What follows belongs to an exercise in optimizing a design on an open flow for small area; a production flow would make more cautious choices. The RTL was checked by simulation tests, not by an equivalence proof against the original design. Power figures rest on the tool's default switching activity, not on a simulated workload.

==> 05-20: inputs <==
## binary_calculator
module binary_calculator(
    input clk,
    input reset,
    input [7:0] in_a,
    input [7:0] in_b,
    input [3:0] sel,
    input input_key,
    input valid_cmd,
    input rw,
    input [7:0] addr,
    input conf_div,
    input [15:0] Din,
    output calc_active,
    output calc_mode,
    output busy,
    output Dout_valid,
    output Dout);
    DEC_INPUT_KEY dec_input_key(input_key, valid_cmd, reset, clk, calc_active, calc_mode);
    wire tx_done, wr_mem, rd_load, dir_load, tx_dat;
    CONTROL_RW_FLOW control_rw_flow(valid_cmd, rw, calc_active, calc_mode, tx_done, reset, clk,
                                    wr_mem, rd_load, dir_load, tx_dat, busy);
    wire [19:0] cmd = {sel, in_b, in_a};
    wire [19:0] opd;
    wire opd_ok;
    MEMORY memory(cmd, addr, wr_mem, rd_load, busy, dir_load, reset, clk, opd, opd_ok);
    wire tx_tick;
    DIV_FREQ div_freq(Din, conf_div, tx_dat, reset, clk, tx_tick);
    REG_SHIFT_PLOAD reg_shift_pload(opd, opd_ok, rd_load | dir_load, tx_dat, reset, clk, tx_tick,
                                    tx_done, Dout_valid, Dout);
endmodule
==> flow/config.mk <==
export PLATFORM = sky130hd
export DESIGN_NAME = binary_calculator
export DESIGN_NICKNAME = binary_calculator
export VERILOG_FILES = /design/flow/design.v
export SDC_FILE = /design/flow/constraint.sdc
export NUM_CORES = 8
export LEC_CHECK = 0
export CAP_MARGIN = 20
export CORE_MARGIN = 2
export CORE_UTILIZATION = 40
export CTS_BUF_LIST = sky130_fd_sc_hd__clkbuf_8
export CTS_CLUSTER_DIAMETER = 100
export CTS_CLUSTER_SIZE = 16
export SLEW_MARGIN = 20
export SYNTH_HIERARCHICAL = 1
==> flow/constraint.sdc <==
create_clock -name core_clock -period 20.0 [get_ports {clk}]
set_input_delay 4.0000 -clock core_clock [delete_from_list [all_inputs] [get_ports {clk}]]
set_output_delay 4.0000 -clock core_clock [all_outputs]
set_load 0.01 [all_outputs]
run.sh (not shown) runs the stock make flow with config.mk's settings and CLKGATE_MAP_FILE= SYNTH_SCRIPT=/design/flow/synth_recipe.tcl, a recipe that flattens the netlist after the stock synthesis.
==> 11-02: changes against 05-20 <==
--- a/flow/design.v
+++ b/flow/design.v
@@ -45,24 +45,12 @@
     input d0,
     input d1,
     input p,
     output y);
     assign y = ~((i0 & d0) | (i1 & d1) | (hold & p));
 endmodule
-module TAP3(input s0, input d0, input s1, input d1, input s2, input d2, output y);
-    assign y = ~((s0 & d0) | (s1 & d1) | (s2 & d2));
-endmodule
-module TAP2(input s0, input d0, input s1, input d1, output y);
-    assign y = ~((s0 & d0) | (s1 & d1));
-endmodule
-module TAP1(input s0, input d0, output y);
-    assign y = ~(s0 & d0);
-endmodule
-module TAP2I(input n0, input d0, input n1, input d1, output y);
-    assign y = ~((n0 | d0) & (n1 | d1));
-endmodule
 module CAT_32(input [7:0] A,
               input [7:0] B,
               input [7:0] C,
               input [3:0] D,
               input [3:0] E,
               output reg [31:0] out
@@ -235,24 +223,21 @@
             wire i0 = go0 && (n0[7:2] == g);
             wire i1 = go1 && (n1[7:2] == g);
             wire hold = ~(i0 | i1);
             wire [19:0] prev = ring[20*((4*g+255)%256) +: 20];
             wire [19:0] ins;
             for(h = 0; h < 20; h = h + 1) begin : b
-                if(g % 2 == 1)
+                if(g % 2 == 0)
                     INS_SLOT u(i0, i1, hold, e0n[h], e1n[h], prev[h], ins[h]);
                 else
                     INS_SLOT u(i0, i1, hold, e_d[0][h], e_d[1][h], prev[h], ins[h]);
             end
             always @(posedge clk) begin
                 ring[20*4*g +: 20] <= ins;
                 ring[20*(4*g+1) +: 60] <= ring[20*4*g +: 60];
-                if(g % 2 == 0)
-                    ok[4*g] <= ~((ok[(4*g+255)%256] & ~clr) | i0 | i1);
-                else
-                    ok[4*g] <= (~ok[(4*g+255)%256] & ~clr) | i0 | i1;
+                ok[4*g] <= (ok[(4*g+255)%256] & ~clr) | i0 | i1;
                 ok[4*g+1 +: 3] <= ok[4*g +: 3];
             end
         end
     endgenerate
     reg [7:0] x;
     always @(posedge clk)
@@ -275,62 +260,18 @@
     wire [20:0] tap;
     wire [20:0] cap;
     genvar j, k;
     generate
         for(j = 0; j < 21; j = j + 1) begin : col
             localparam Q = lq(j);
-            localparam N = 256 >> Q;
-            localparam NN = (Q == 1) ? N / 2 : (Q == 2) ? N / 2 : 0;    
-            localparam NI = N - NN;                                      
-            wire [N-1:0] s;
-            wire [N-1:0] d;
-            for(k = 0; k < N; k = k + 1) begin : tp
-                assign s[k] = (x[7:Q] == k);
-                assign d[k] = (j == 20) ? ok[k << Q] : ring[20*(k << Q) + j];
-            end
-            wire [NI-1:0] si, di;
-            wire [(NN > 0 ? NN : 1)-1:0] sn, dn;
-            for(k = 0; k < N; k = k + 1) begin : gt
-                if(((k << Q) >> 2) % 2 == 0) begin : inv
-                    localparam I = (Q == 1) ? (k / 4) * 2 + k % 4 : (Q == 2) ? k / 2 : k;
-                    assign si[I] = ~s[k];
-                    assign di[I] = d[k];
-                end
-                else begin : tru
-                    localparam I = (Q == 1) ? (k / 4) * 2 + k % 4 - 2 : k / 2;
-                    assign sn[I] = s[k];
-                    assign dn[I] = d[k];
-                end
-            end
-            if(NN == 0) begin : z
-                assign sn = 1'b0;
-                assign dn = 1'b0;
-            end
-            wire [NI/2-1:0] po;
-            for(k = 0; k < NI / 2; k = k + 1) begin : pi
-                TAP2I u(si[2*k], di[2*k], si[2*k+1], di[2*k+1], po[k]);
-            end
-            localparam N3 = NN / 3;
-            localparam NR = NN % 3;
-            wire [(N3 > 0 ? N3 : 1) + 1 - 1:0] ne;
-            for(k = 0; k < N3; k = k + 1) begin : pt
-                TAP3 u(sn[3*k], dn[3*k], sn[3*k+1], dn[3*k+1], sn[3*k+2], dn[3*k+2], ne[k]);
-            end
-            if(N3 == 0) begin : z3
-                assign ne[0] = 1'b1;
-            end
-            if(NR == 2) begin : r2
-                TAP2 u(sn[3*N3], dn[3*N3], sn[3*N3+1], dn[3*N3+1], ne[(N3 > 0 ? N3 : 1)]);
-            end
-            else if(NR == 1) begin : r1
-                TAP1 u(sn[3*N3], dn[3*N3], ne[(N3 > 0 ? N3 : 1)]);
-            end
-            else begin : r0
-                assign ne[(N3 > 0 ? N3 : 1)] = 1'b1;
+            wire [(256 >> Q) - 1:0] hit;
+            for(k = 0; k < (256 >> Q); k = k + 1) begin : tp
+                assign hit[k] = (x[7:Q] == k) &&
+                                ((j == 20) ? ok[k << Q] : (ring[20*(k << Q) + j] ^ (((k << Q) >> 2) % 2 == 1)));
             end
-            assign tap[j] = (|po) | ~(&ne);
+            assign tap[j] = |hit;
             assign cap[j] = pick && (x[Q-1:0] == 0);
         end
     endgenerate
     wire [19:0] e_last = last ? e_d[1] : e_d[0];
     integer b;
     always @(posedge clk) begin
==> out/metrics.yaml <==
cells_and_area:
  buffers: 457
  inv_count: 110
grt:
  grtUsageMet2_pct: 47.2
yosys:
  synth_commonest_cells: "5417 x dfxtp_1, 1304 x a222oi_1, 366 x nor2_1, 313 x nand2_1, 142 x clkbuf_1"
  netlist_area_um2: 141000
  synth_top_cells_by_area: "dfxtp_1 77%, a222oi_1 9.3%, edfxtp_1 1.3%"
run_status:
  outcome: "timing/DRC/antenna clean"
power:
  clockPowerShare_pct: 30.6
sta:
  finalCritPeriodShare_pct: 93.5
# the run above: 11-02

==> out/metrics.yaml <==
run_status:
  outcome: "timing/DRC/antenna clean"
yosys:
  synth_commonest_cells: "5417 x dfxtp_1, 1383 x a222oi_1, 351 x nor2_1, 341 x o22ai_1, 227 x nand2_1"
  netlist_area_um2: 140000
cells_and_area:
  buffers: 394
sta:
  finalCritPeriodShare_pct: 95.0
power:
  clockPowerShare_pct: 30.3
min_path:
  hold_start: "memory.ring[2536]"
# the run above: 05-20

[separate check: timing with driven ports]
Ports are ideal in the flow. The routed layouts listed here were re-timed in OpenROAD. Step 1: set_driving_cell puts a clkbuf_16 on clk and a buf_2 on each other input, an assumption about the parent block. Step 2, shift: input delay + t, output delay - t, t = (earliest + latest rising clock arrival at the registers) / 2. This alone moves slack from input paths to output paths. Slacks: ideal / step 1 / step 2; pairs: ideal / step 1.
run	shift t [ns]	setup slack, ns	worst setup path at the end	latest minus earliest clock arrival (ns)
05-20	1.230	1.007 / 0.906 / 2.136	register to output	0.146 / 0.146
11-02	1.261	1.290 / 1.178 / 2.440	register to output	0.114 / 0.115
After both steps setup and hold are still met in every run listed.
